Source: an optimization exercise on an open RTL-to-GDS flow (aim: small area). Production flows keep margins and buffers that such runs may drop. The RTL was checked by simulation tests, not by an equivalence proof against the original design. The flow treats the clock pin as an ideal source. Dropping or thinning the clock tree relies on that and would not hold on a real chip. Power and IR drop assume default switching activity.

## ds1302_all_time_rw
module ds1302_all_time_rw #(
    parameter sys_clk_freq = 50_000_000,
    parameter ds1302_clk_speed = 200_000
)
(
    input wire sclk,
    input wire nrst,
    input wire set_trig,
    input wire get_trig,
    input wire[63:0] bcd_time_set,
    output reg[63:0] bcd_time_get,
    output wire ds1302_ce,
    output wire ds1302_sclk,
    output wire ds1302_io_out,
    output wire ds1302_io_oe,
    input wire ds1302_io_in
);
Size: ~82 flip-flops, about 4100 sq um of cells after synthesis.
clock: 10.0 ns
lec_check: 0
cap_margin: 20
core_margin: 2
core_utilization: 70
slew_margin: 20
run.sh (not shown) runs the stock make flow with config.mk's settings and CLKGATE_MAP_FILE= SYNTH_SCRIPT=/design/flow/synth_recipe.tcl, a recipe that flattens the netlist after the stock synthesis.
The starting point stopped in global placement (GPL-0301).
Change:
Settings changed: CORE_UTILIZATION 70 to 40.
- This time the run completed with no timing, DRC or antenna violations
- synthesized area does not change
- synthesized cell count does not change
Change:
==> flow/flow/run.sh (new file) <==
#!/bin/bash
# Standard ORFS layout, with the smallest buffer on every input and output port.
set -euo pipefail
cd "$(dirname "$0")/.."
echo 'export BUFFER_PORTS_ARGS = -buffer_cell sky130_fd_sc_hd__buf_1' >> config.mk
bash standard.sh > standard_flow.log 2>&1
==> flow/standard.sh (new file) <==
#!/bin/bash
# synth_recipe.tcl (not shown) runs the flow's synth.tcl, then flattens the netlist and writes it again
# the make line also repeats each setting of config.mk as NAME=value (left out here)
make -C /OpenROAD-flow-scripts/flow DESIGN_CONFIG=/design/flow/config.mk WORK_HOME=/design/flow/orfs CLKGATE_MAP_FILE= SYNTH_SCRIPT=/design/flow/synth_recipe.tcl "${@:-finish}"
Settings changed: BUFFER_PORTS_ARGS set to -buffer_cell sky130_fd_sc_hd__buf_1.
removed: flow/run.sh
After rerunning: Cell count stays flat. Synthesized cell count does not change. Sequential share of layout area grows by 6.8 points.

========
Another version of the RTL of ds1302_all_time_rw (not shown whole).
Size: about 300 cells after synthesis, about 82 flip-flops, ~140 I/O pins.
// ds1302_all_time_rw
module ds1302_all_time_rw #(
    parameter sys_clk_freq = 50_000_000,
    parameter ds1302_clk_speed = 200_000
)
(
    input wire sclk,
    input wire nrst,
    input wire set_trig,
    input wire get_trig,
    input wire[63:0] bcd_time_set,
    output reg[63:0] bcd_time_get,
    output wire ds1302_ce,
    output wire ds1302_sclk,
    output wire ds1302_io_out,
    output wire ds1302_io_oe,
    input wire ds1302_io_in
);
Settings: LEC_CHECK=0, CAP_MARGIN=20, CORE_MARGIN=2, CORE_UTILIZATION=40, SLEW_MARGIN=20, CTS_ARGS=-sink_clustering_enable -repair_clock_nets -dont_use_dummy_load -sink_clustering_size 40 -sink_clustering_max_diameter 300 -sink_clustering_levels 1 -buf_list sky130_fd_sc_hd__clkbuf_16, BUFFER_PORTS_ARGS=-buffer_cell sky130_fd_sc_hd__buf_1; clock period 10.0 ns.
standard.sh (not shown) runs the stock make flow with config.mk's settings and CLKGATE_MAP_FILE= SYNTH_SCRIPT=/design/flow/synth_recipe.tcl, a recipe that flattens the netlist after the stock synthesis.
==> flow/flow/run.sh <==
#!/bin/bash
# Standard ORFS layout with two changes: synthesis maps the logic with ABC's
# area-oriented mapper, and every input and output port gets the smallest buffer.
set -euo pipefail
cd "$(dirname "$0")/.."
W=$PWD
echo 'export CTS_ARGS = -sink_clustering_enable -repair_clock_nets -dont_use_dummy_load -sink_clustering_size 40 -sink_clustering_max_diameter 300 -sink_clustering_levels 1 -buf_list sky130_fd_sc_hd__clkbuf_16' >> config.mk
echo 'export BUFFER_PORTS_ARGS = -buffer_cell sky130_fd_sc_hd__buf_1' >> config.mk
export AREA_ABC_SCRIPT=$W/flow/area.abc
export FLOW_SYNTH_TCL=$W/synth_recipe.tcl
sed "s|SYNTH_SCRIPT=[^ ]*|SYNTH_SCRIPT=$W/flow/synth.tcl|" standard.sh > own_standard.sh
grep -q "SYNTH_SCRIPT=$W/flow/synth.tcl" own_standard.sh
bash own_standard.sh > own_standard.log 2>&1
==> flow/flow/area.abc <==
strash
dch -f
amap -m
==> flow/flow/synth.tcl <==
# The standard synthesis (synth_recipe.tcl), with ABC's technology mapping
# done for area (amap) instead of ORFS's delay-driven script.
proc abc {args} {
  set i [lsearch -exact $args -script]
  set args [lreplace $args [expr {$i + 1}] [expr {$i + 1}] $::env(AREA_ABC_SCRIPT)]
  puts "abc (area script): $args"
  yosys abc {*}$args
}
source $::env(FLOW_SYNTH_TCL)
==> next run, changes <==
--- a/flow/flow/run.sh
+++ b/flow/flow/run.sh
@@ -6,3 +6,2 @@
 W=$PWD
-echo 'export CTS_ARGS = -sink_clustering_enable -repair_clock_nets -dont_use_dummy_load -sink_clustering_size 40 -sink_clustering_max_diameter 300 -sink_clustering_levels 1 -buf_list sky130_fd_sc_hd__clkbuf_16' >> config.mk
 echo 'export BUFFER_PORTS_ARGS = -buffer_cell sky130_fd_sc_hd__buf_1' >> config.mk
--- a/flow/config.mk
+++ b/flow/config.mk
@@ -10,4 +10,6 @@
 export CORE_UTILIZATION = 40
+export CTS_BUF_LIST = sky130_fd_sc_hd__clkbuf_16
+export CTS_CLUSTER_DIAMETER = 500
+export CTS_CLUSTER_SIZE = 100
 export SLEW_MARGIN = 20
-export CTS_ARGS = -sink_clustering_enable -repair_clock_nets -dont_use_dummy_load -sink_clustering_size 40 -sink_clustering_max_diameter 300 -sink_clustering_levels 1 -buf_list sky130_fd_sc_hd__clkbuf_16
 export BUFFER_PORTS_ARGS = -buffer_cell sky130_fd_sc_hd__buf_1
Power goes up by 9.7%.
Worst hold slack is better by 14 ps.
Clock skew falls by 10 ps.
Sequential share of layout area went down by 1.1 points.
Design area rose by 2.3%.
Routed wire length rises by 0.84%.
==> next run, changes <==
--- a/flow/flow/run.sh
+++ b/flow/flow/run.sh
@@ -6,2 +6,3 @@
 W=$PWD
+echo 'export CTS_ARGS = -sink_clustering_enable -repair_clock_nets -dont_use_dummy_load -buf_list sky130_fd_sc_hd__clkbuf_8' >> config.mk
 echo 'export BUFFER_PORTS_ARGS = -buffer_cell sky130_fd_sc_hd__buf_1' >> config.mk
--- a/flow/config.mk
+++ b/flow/config.mk
@@ -10,6 +10,4 @@
 export CORE_UTILIZATION = 40
-export CTS_BUF_LIST = sky130_fd_sc_hd__clkbuf_16
-export CTS_CLUSTER_DIAMETER = 500
-export CTS_CLUSTER_SIZE = 100
 export SLEW_MARGIN = 20
+export CTS_ARGS = -sink_clustering_enable -repair_clock_nets -dont_use_dummy_load -buf_list sky130_fd_sc_hd__clkbuf_8
 export BUFFER_PORTS_ARGS = -buffer_cell sky130_fd_sc_hd__buf_1
Effect:
- The new run produced a clean layout
- clock power falls by well over a third
- wire length falls slightly
- power falls by about a fifth
- sequential cell count is unchanged
==> next run, changes <==
--- a/flow/flow/run.sh
+++ b/flow/flow/run.sh
@@ -6,3 +6,2 @@
 W=$PWD
-echo 'export CTS_ARGS = -sink_clustering_enable -repair_clock_nets -dont_use_dummy_load -buf_list sky130_fd_sc_hd__clkbuf_8' >> config.mk
 echo 'export BUFFER_PORTS_ARGS = -buffer_cell sky130_fd_sc_hd__buf_1' >> config.mk
--- a/flow/config.mk
+++ b/flow/config.mk
@@ -11,3 +11,2 @@
 export SLEW_MARGIN = 20
-export CTS_ARGS = -sink_clustering_enable -repair_clock_nets -dont_use_dummy_load -buf_list sky130_fd_sc_hd__clkbuf_8
 export BUFFER_PORTS_ARGS = -buffer_cell sky130_fd_sc_hd__buf_1
Outcome: Final cell count climbs by 1.3%. Hold slack is better by 21 ps. Final area increases by 1.8%.

========
Another version of the RTL of ds1302_all_time_rw (not shown whole).
Size: about 280 cells after synthesis, ~82 flip-flops, ~140 I/O pins, ~0.0035 mm² of cells after synthesis.
export LEC_CHECK = 0
export CAP_MARGIN = 20
export CORE_MARGIN = 2
export CORE_UTILIZATION = 60
export SLEW_MARGIN = 20
export BUFFER_PORTS_ARGS = -buffer_cell sky130_fd_sc_hd__buf_1
export CTS_ARGS = -sink_clustering_enable -repair_clock_nets -dont_use_dummy_load -buf_list sky130_fd_sc_hd__clkbuf_8
export POST_CTS_TCL = /design/flow/flow/clock.tcl
create_clock -name core_clock -period 10.0 [get_ports {sclk}]
==> flow/flow/run.sh <==
#!/bin/bash
# Standard ORFS layout with these changes:
#  - synthesis maps the logic with ABC's area-oriented mapper, keeping the
#    smallest of a few ABC scripts (flow/synth.tcl, flow/abc/);
#  - every input and output port gets the smallest buffer;
#  - CTS inserts no dummy loads, and after CTS the clock tree is rebuilt as one
#    root buffer driving four leaf buffers, each driving the flip-flops of one
#    quarter of the die (flow/clock.tcl).
set -euo pipefail
cd "$(dirname "$0")/.."
W=$PWD
cat >> config.mk <<EOC
export BUFFER_PORTS_ARGS = -buffer_cell sky130_fd_sc_hd__buf_1
export CTS_ARGS = -sink_clustering_enable -repair_clock_nets -dont_use_dummy_load -buf_list sky130_fd_sc_hd__clkbuf_8
export POST_CTS_TCL = $W/flow/clock.tcl
EOC
export CLOCK_ROOT_BUF=sky130_fd_sc_hd__clkbuf_4
export CLOCK_LEAF_BUF=sky130_fd_sc_hd__buf_4
export CLOCK_LEAVES=8
export CLOCK_PORT=sclk
export AREA_ABC_DIR=$W/flow/abc
export FLOW_SYNTH_TCL=$W/synth_recipe.tcl
sed "s|SYNTH_SCRIPT=[^ ]*|SYNTH_SCRIPT=$W/flow/synth.tcl|" standard.sh > own_standard.sh
grep -q "SYNTH_SCRIPT=$W/flow/synth.tcl" own_standard.sh
bash own_standard.sh > own_standard.log 2>&1
==> flow/flow/clock.tcl <==
set block [ord::get_db_block]
set db [ord::get_db]
set port_net [$block findNet $::env(CLOCK_PORT)]
set nleaves $::env(CLOCK_LEAVES)

namespace eval ::clkfix {
  variable old_bufs {}
  variable old_nets {}
  variable sinks {}
}

# the clock buffers CTS inserted, and the clock pins they drive
proc ::clkfix::walk {net} {
  variable old_bufs
  variable old_nets
  variable sinks
  foreach it [$net getITerms] {
    if { [$it getIoType] ne "INPUT" } { continue }
    set inst [$it getInst]
    set m [[$inst getMaster] getName]
    if { [string match "sky130_fd_sc_hd__clkbuf_*" $m] } {
      lappend old_bufs $inst
      set onet [[$inst findITerm X] getNet]
      if { $onet ne "NULL" } {
        lappend old_nets $onet
        ::clkfix::walk $onet
      }
    } else {
      lappend sinks $it
    }
  }
}

proc ::clkfix::center {it} {
  set b [[$it getInst] getBBox]
  return [list [expr {([$b xMin] + [$b xMax]) / 2}] [expr {([$b yMin] + [$b yMax]) / 2}]]
}

proc ::clkfix::split_by {items axis} {
  set keyed {}
  foreach it $items { lappend keyed [list [lindex [::clkfix::center $it] $axis] $it] }
  set keyed [lsort -integer -index 0 $keyed]
  set half [expr {[llength $keyed] / 2}]
  set a {}
  set b {}
  set i 0
  foreach k $keyed {
    if { $i < $half } { lappend a [lindex $k 1] } else { lappend b [lindex $k 1] }
    incr i
  }
  return [list $a $b]
}

# a new buffer or inverter cell, its input on net in, its output on net out
proc ::clkfix::add_cell {block master name in out} {
  set inst [odb::dbInst_create $block $master $name]
  foreach m [$master getMTerms] {
    set sig [$m getSigType]
    if { $sig eq "POWER" || $sig eq "GROUND" } { continue }
    if { [$m getIoType] eq "OUTPUT" } {
      [$inst findITerm [$m getName]] connect $out
    } else {
      [$inst findITerm [$m getName]] connect $in
    }
  }
  return $inst
}

::clkfix::walk $port_net
set sinks $::clkfix::sinks
puts "clock.tcl: [llength $::clkfix::old_bufs] CTS buffers, [llength $sinks] clock sinks"

set groups [list $sinks]
set axis 0
while { [llength $groups] < $nleaves } {
  set next {}
  foreach grp $groups {
    foreach h [::clkfix::split_by $grp $axis] { lappend next $h }
  }
  set groups $next
  set axis [expr {1 - $axis}]
}

foreach inst $::clkfix::old_bufs { odb::dbInst_destroy $inst }
foreach n $::clkfix::old_nets { odb::dbNet_destroy $n }

set port $::env(CLOCK_PORT)
set leaf_in $port_net
if { $::env(CLOCK_ROOT_BUF) ne "" } {
  set leaf_in [odb::dbNet_create $block clknet_root_$port]
  $leaf_in setSigType CLOCK
  set root [::clkfix::add_cell $block [$db findMaster $::env(CLOCK_ROOT_BUF)] \
    clkbuf_root_$port $port_net $leaf_in]
}

set leaf_master [$db findMaster $::env(CLOCK_LEAF_BUF)]
set rx 0
set ry 0
set k 0
foreach grp $groups {
  set net [odb::dbNet_create $block clknet_leaf_${k}_$port]
  $net setSigType CLOCK
  set buf [::clkfix::add_cell $block $leaf_master clkbuf_leaf_${k}_$port $leaf_in $net]
  set sx 0
  set sy 0
  foreach it $grp {
    $it disconnect
    $it connect $net
    lassign [::clkfix::center $it] x y
    set sx [expr {$sx + $x}]
    set sy [expr {$sy + $y}]
  }
  set n [llength $grp]
  set bx [expr {$sx / $n}]
  set by [expr {$sy / $n}]
  $buf setLocation $bx $by
  $buf setPlacementStatus PLACED
  set rx [expr {$rx + $bx}]
  set ry [expr {$ry + $by}]
  puts "clock.tcl: leaf $k drives $n sinks"
  incr k
}
if { $::env(CLOCK_ROOT_BUF) ne "" } {
  $root setLocation [expr {$rx / $k}] [expr {$ry / $k}]
  $root setPlacementStatus PLACED
}

detailed_placement
check_placement -verbose
estimate_parasitics -placement
set worst 0
foreach it $sinks {
  set pin [get_pins [[$it getInst] getName]/[[$it getMTerm] getName]]
  foreach s [get_property $pin slew_max] {
    if { $s > $worst } { set worst $s }
  }
}
puts "clock.tcl: worst clock pin slew (placement estimate) $worst"
Other scripts of this flow, unchanged in this note and not shown: flow/flow/abc/amap.abc, flow/flow/abc/amap_long.abc, flow/flow/abc/amap_mux.abc, flow/flow/abc/amap_twice.abc, flow/flow/abc/resyn_amap.abc, flow/flow/abc/synch_amap.abc, flow/flow/synth.tcl
Change:
--- a/flow/flow/run.sh
+++ b/flow/flow/run.sh
@@ -16,5 +16,5 @@
 EOC
-export CLOCK_ROOT_BUF=sky130_fd_sc_hd__clkbuf_4
-export CLOCK_LEAF_BUF=sky130_fd_sc_hd__buf_4
-export CLOCK_LEAVES=8
+export CLOCK_ROOT_BUF=sky130_fd_sc_hd__clkbuf_2
+export CLOCK_LEAF_BUF=sky130_fd_sc_hd__buf_12
+export CLOCK_LEAVES=4
 export CLOCK_PORT=sclk
Settings changed: CORE_UTILIZATION 60 to 70.
Power rose by 5.2%.
Design area grows by 1.0%.
Die area goes down by 14%.
First-iteration DRC count increases by 76%.
Worst hold slack improves by 24 ps.
Worst setup slack loses 160 ps.
Routed wire length grows by 13%.
Global-route usage rises by 6.4 points.
Fmax shrinks by 3.0%.
Clock power went up by 18%.
Core utilization goes up by 13 points.
Change:
Settings changed: CORE_UTILIZATION 70 to 50.
Effect:
- utilization fell by 26 points
- via count came out lower by 5.8%
- design area does not change
- critical path depth is unchanged
Change:
Settings changed: CORE_UTILIZATION 50 to 60, GPL_TIMING_DRIVEN set to 0.
Routed wire length came out higher by 3.1%.
Power rises by 0.32%.
Worst setup slack gets worse by 240 ps.
Cell area came out higher by 2.3%.
Core utilization increases by 16 points.
Register-to-register slack loses 360 ps.
Sequential power barely changes.
Synthesized area does not change.
Flip-flop and latch count does not change.
No run of this note takes its clock network from TritonCTS; it comes from the design's own scripts or RTL.

========
== try-pepper ==
The RTL this note starts from:
==> flow/design.v <==
module ds1302_all_time_rw #(
    parameter sys_clk_freq = 50_000_000,
    parameter ds1302_clk_speed = 200_000
)
(
    input wire sclk,
    input wire nrst,
    input wire set_trig,
    input wire get_trig,
    input wire[63:0] bcd_time_set,
    output reg[63:0] bcd_time_get,
    output wire ds1302_ce,
    output wire ds1302_sclk,
    output wire ds1302_io_out,
    output wire ds1302_io_oe,
    input wire ds1302_io_in
);
reg [5:0] pre;
wire stp = (pre == 6'b100000);
always @(posedge sclk or negedge nrst) begin
    if (!nrst) pre <= 6'b000001;
    else pre <= {pre[4:0], ~(pre[5] ^ pre[4]) ^ stp};
end
reg [4:0] ux;
reg [1:0] gx;
wire [4:0] u = ux ^ 5'b10000;
wire [1:0] g = gx ^ 2'b10;
reg [3:0] q;
reg get;
wire in_xfer = !u[4] || u[0];
wire wait_st = u[4] && !u[0] && g[1] && !g[0];
wire post    = u[4] && !u[0] && !(g[1] && !g[0]);
wire idle    = (q == 4'd0) && u[4] && !u[0] && (g[1] || g[0]);
wire accept  = idle && (set_trig ^ get_trig);
wire start   = wait_st && stp && (q != 4'd0);
always @(posedge sclk or negedge nrst) begin
    if (!nrst) begin
        ux <= 5'd0;
        gx <= 2'b00;
        q <= 4'd0;
    end
    else if (accept) begin
        ux <= 5'd0;
        gx <= 2'b11;
        q <= 4'd9;
    end
    else if (post || (in_xfer && stp)) begin
        gx <= {g[0], ~g[1]} ^ 2'b10;
        if (g[1] && !g[0]) ux <= (u + 1'b1) ^ 5'b10000;
    end
    else if (start) begin
        ux <= 5'd15;
        q <= q - 1'b1;
    end
end
always @(posedge sclk)
    if (idle) get <= get_trig;
wire [2:0] r = q[3] ? 3'd7 : q[2:0];
wire [7:0] cmd = {1'b1, 3'b000, r, get};
wire [7:0] dat = bcd_time_set[{r, 3'b000} +: 8];
assign ds1302_ce     = in_xfer;
assign ds1302_sclk   = !u[4] && g[0] && !(get && u[3:0] == 4'b1111);
assign ds1302_io_oe  = !(get && !u[4] && (u[3] || (u[2:0] == 3'b111 && g == 2'b10)));
assign ds1302_io_out = !u[4] && (u[3] ? dat[u[2:0]] : cmd[u[2:0]]);
wire shift = get && stp && !u[4] && g == 2'b10 &&
             (u[3] ? (u[2:0] != 3'b111) : (u[2:0] == 3'b111));
wire [63:0] shifted;
genvar k;
generate
    for (k = 0; k < 8; k = k + 1) begin : g_byte
        assign shifted[8*k+6 -: 7] = bcd_time_get[8*k+7 -: 7];
        if (k == 0) begin : g_in
            assign shifted[7] = ds1302_io_in;
        end else begin : g_link
            assign shifted[8*k+7] = bcd_time_get[8*k-8];
        end
    end
endgenerate
always @(posedge sclk or negedge nrst) begin
    if (!nrst) bcd_time_get <= 64'd0;
    else if (shift) bcd_time_get <= shifted;
end
endmodule
clock: 10.0 ns
lec_check: 0
cap_margin: 20
core_margin: 2
core_utilization: 60
slew_margin: 20
buffer_ports_args: -buffer_cell sky130_fd_sc_hd__buf_1
cts_args: -sink_clustering_enable -repair_clock_nets -dont_use_dummy_load -buf_list sky130_fd_sc_hd__clkbuf_8
post_cts_tcl: /design/flow/flow/clock.tcl
==> flow/flow/run.sh <==
#!/bin/bash
# Standard ORFS layout with these changes:
#  - synthesis maps the logic with ABC's area-oriented mapper, keeping the
#    smallest of a few ABC scripts (flow/synth.tcl, flow/abc/);
#  - every input and output port gets the smallest buffer;
#  - CTS inserts no dummy loads, and after CTS the clock tree is rebuilt as one
#    root buffer driving four leaf buffers, each driving the flip-flops of one
#    quarter of the die (flow/clock.tcl).
set -euo pipefail
cd "$(dirname "$0")/.."
W=$PWD
cat >> config.mk <<EOC
export BUFFER_PORTS_ARGS = -buffer_cell sky130_fd_sc_hd__buf_1
export CTS_ARGS = -sink_clustering_enable -repair_clock_nets -dont_use_dummy_load -buf_list sky130_fd_sc_hd__clkbuf_8
export POST_CTS_TCL = $W/flow/clock.tcl
EOC
export CLOCK_ROOT_BUF=sky130_fd_sc_hd__clkbuf_2
export CLOCK_LEAF_BUF=sky130_fd_sc_hd__buf_8
export CLOCK_LEAVES=4
export CLOCK_PORT=sclk
export AREA_ABC_DIR=$W/flow/abc
export FLOW_SYNTH_TCL=$W/synth_recipe.tcl
sed "s|SYNTH_SCRIPT=[^ ]*|SYNTH_SCRIPT=$W/flow/synth.tcl|" standard.sh > own_standard.sh
grep -q "SYNTH_SCRIPT=$W/flow/synth.tcl" own_standard.sh
bash own_standard.sh > own_standard.log 2>&1
Scripts as last shown in full above: flow/flow/clock.tcl
Other scripts of this flow, unchanged in this note and not shown: flow/flow/abc/amap.abc, flow/flow/abc/amap_long.abc, flow/flow/abc/amap_mux.abc, flow/flow/abc/amap_twice.abc, flow/flow/abc/resyn_amap.abc, flow/flow/abc/synch_amap.abc, flow/flow/synth.tcl
### try-pepper -> try-quartz
# try-pepper
export LEC_CHECK = 0
export CAP_MARGIN = 20
export CORE_MARGIN = 2
export CORE_UTILIZATION = 60
export SLEW_MARGIN = 20
export BUFFER_PORTS_ARGS = -buffer_cell sky130_fd_sc_hd__buf_1
export CTS_ARGS = -sink_clustering_enable -repair_clock_nets -dont_use_dummy_load -buf_list sky130_fd_sc_hd__clkbuf_8
export POST_CTS_TCL = /design/flow/flow/clock.tcl
create_clock -name core_clock -period 10.0 [get_ports {sclk}]
# try-quartz
export LEC_CHECK = 0
export CAP_MARGIN = 0
export CORE_MARGIN = 2
export CORE_UTILIZATION = 60
export SLEW_MARGIN = 0
export BUFFER_PORTS_ARGS = -buffer_cell sky130_fd_sc_hd__buf_1
export CTS_ARGS = -sink_clustering_enable -repair_clock_nets -dont_use_dummy_load -buf_list sky130_fd_sc_hd__clkbuf_8
export POST_CTS_TCL = /design/flow/flow/clock.tcl
create_clock -name core_clock -period 10.0 [get_ports {sclk}]
--- a/flow/flow/run.sh
+++ b/flow/flow/run.sh
@@ -18 +18 @@
-export CLOCK_LEAF_BUF=sky130_fd_sc_hd__buf_8
+export CLOCK_LEAF_BUF=sky130_fd_sc_hd__buf_12
Notes after the runs:
- Maximum frequency delta (try-quartz -> try-pepper): insignificant
- try-pepper completed end to end with timing, DRC and antenna clean.
- try-quartz went all the way through synthesis, placement and routing and the layout is clean on timing, DRC and antenna.
- The final routed wirelength across all metal layers of try-quartz exceeds that of try-pepper by about 0.9%.
- Going from try-pepper to try-quartz, wire length of the first global-routing pass grows by 160 microns.
- Comparing post-layout minimum cycle time for try-pepper and try-quartz, the smaller number came from try-pepper.
Inputs modified between try-quartz and try-amber:
# try-quartz
export LEC_CHECK = 0
export CAP_MARGIN = 0
export CORE_MARGIN = 2
export CORE_UTILIZATION = 60
export SLEW_MARGIN = 0
export BUFFER_PORTS_ARGS = -buffer_cell sky130_fd_sc_hd__buf_1
export CTS_ARGS = -sink_clustering_enable -repair_clock_nets -dont_use_dummy_load -buf_list sky130_fd_sc_hd__clkbuf_8
export POST_CTS_TCL = /design/flow/flow/clock.tcl
create_clock -name core_clock -period 10.0 [get_ports {sclk}]
# try-amber
export LEC_CHECK = 0
export CAP_MARGIN = 20
export CORE_MARGIN = 2
export CORE_UTILIZATION = 60
export SLEW_MARGIN = 20
export BUFFER_PORTS_ARGS = -buffer_cell sky130_fd_sc_hd__buf_1
export CTS_ARGS = -sink_clustering_enable -repair_clock_nets -dont_use_dummy_load -buf_list sky130_fd_sc_hd__clkbuf_8
export POST_CTS_TCL = /design/flow/flow/clock.tcl
create_clock -name core_clock -period 10.0 [get_ports {sclk}]
## What came out
Looking at setup slack after layout, try-amber sits 0.024 ns above try-quartz.
Going from try-quartz to try-amber, multi-input gate share of total cell area fell 0.21 points; area added between synthesis and finish now sits higher.
In try-amber, post-route clock period utilization is lower than in try-quartz.
In every run of this note, the design's own scripts or RTL, not TritonCTS, make the clock network.

==> separate check: timing with driven ports <==
Ports are ideal in the flow. The routed layouts listed here were re-timed in OpenROAD.
Step 1 assumes that a clkbuf_16 drives the clock port and a buf_2 every other input.
Step 2 moves the port delays by t, midway between the first and last clock arrival at a register: inputs arrive t later, outputs are due t later. That takes back most of the time a late clock gives input paths.
a / b / c = ideal ports / drivers / drivers and shift; a / b = the first two.
| run | t, ns | setup WS [ns] | worst setup path at the end | latest minus earliest clock arrival (ns) | worst data-port slew with drivers (ns) |
|---|---|---|---|---|---|
| the second run of note 1 | 0.369 | 3.653 / 3.621 / 3.621 | input to output | 0.017 / 0.017 | 0.06 |
| the third run of note 1 | 0.379 | 4.322 / 4.302 / 4.302 | input to output | 0.010 / 0.010 | 0.05 |
| the first run of note 2 | 0.349 | 4.383 / 4.352 / 4.583 | input to output | 0.020 / 0.020 | 0.04 |
| the second run of note 2 | 0.353 | 4.350 / 4.319 / 4.585 | input to output | 0.010 / 0.010 | 0.04 |
| the third run of note 2 | 0.360 | 4.368 / 4.342 / 4.582 | input to output | 0.032 / 0.031 | 0.04 |
| the fourth run of note 2 | 0.369 | 4.346 / 4.320 / 4.583 | input to output | 0.015 / 0.015 | 0.04 |
| the first run of note 3 | 0.400 | 4.741 / 4.716 / 4.725 | input to output | 0.023 / 0.023 | 0.04 |
| the second run of note 3 | 0.477 | 4.580 / 4.556 / 4.675 | input to output | 0.007 / 0.007 | 0.04 |
| the third run of note 3 | 0.485 | 4.639 / 4.611 / 4.702 | input to output | 0.006 / 0.006 | 0.04 |
| the fourth run of note 3 | 0.480 | 4.395 / 4.369 / 4.597 | input to output | 0.006 / 0.006 | 0.05 |
| try-pepper | 0.465 | 4.661 / 4.636 / 4.725 | input to output | 0.016 / 0.015 | 0.04 |
| try-quartz | 0.484 | 4.656 / 4.631 / 4.717 | input to output | 0.008 / 0.009 | 0.04 |
| try-amber | 0.485 | 4.680 / 4.655 / 4.719 | input to output | 0.009 / 0.009 | 0.04 |
After both steps setup and hold are still met in every run listed. For the second run of note 1, which loses most, drivers alone change the setup slack by -0.032 ns; drivers and shift together by -0.032 ns.
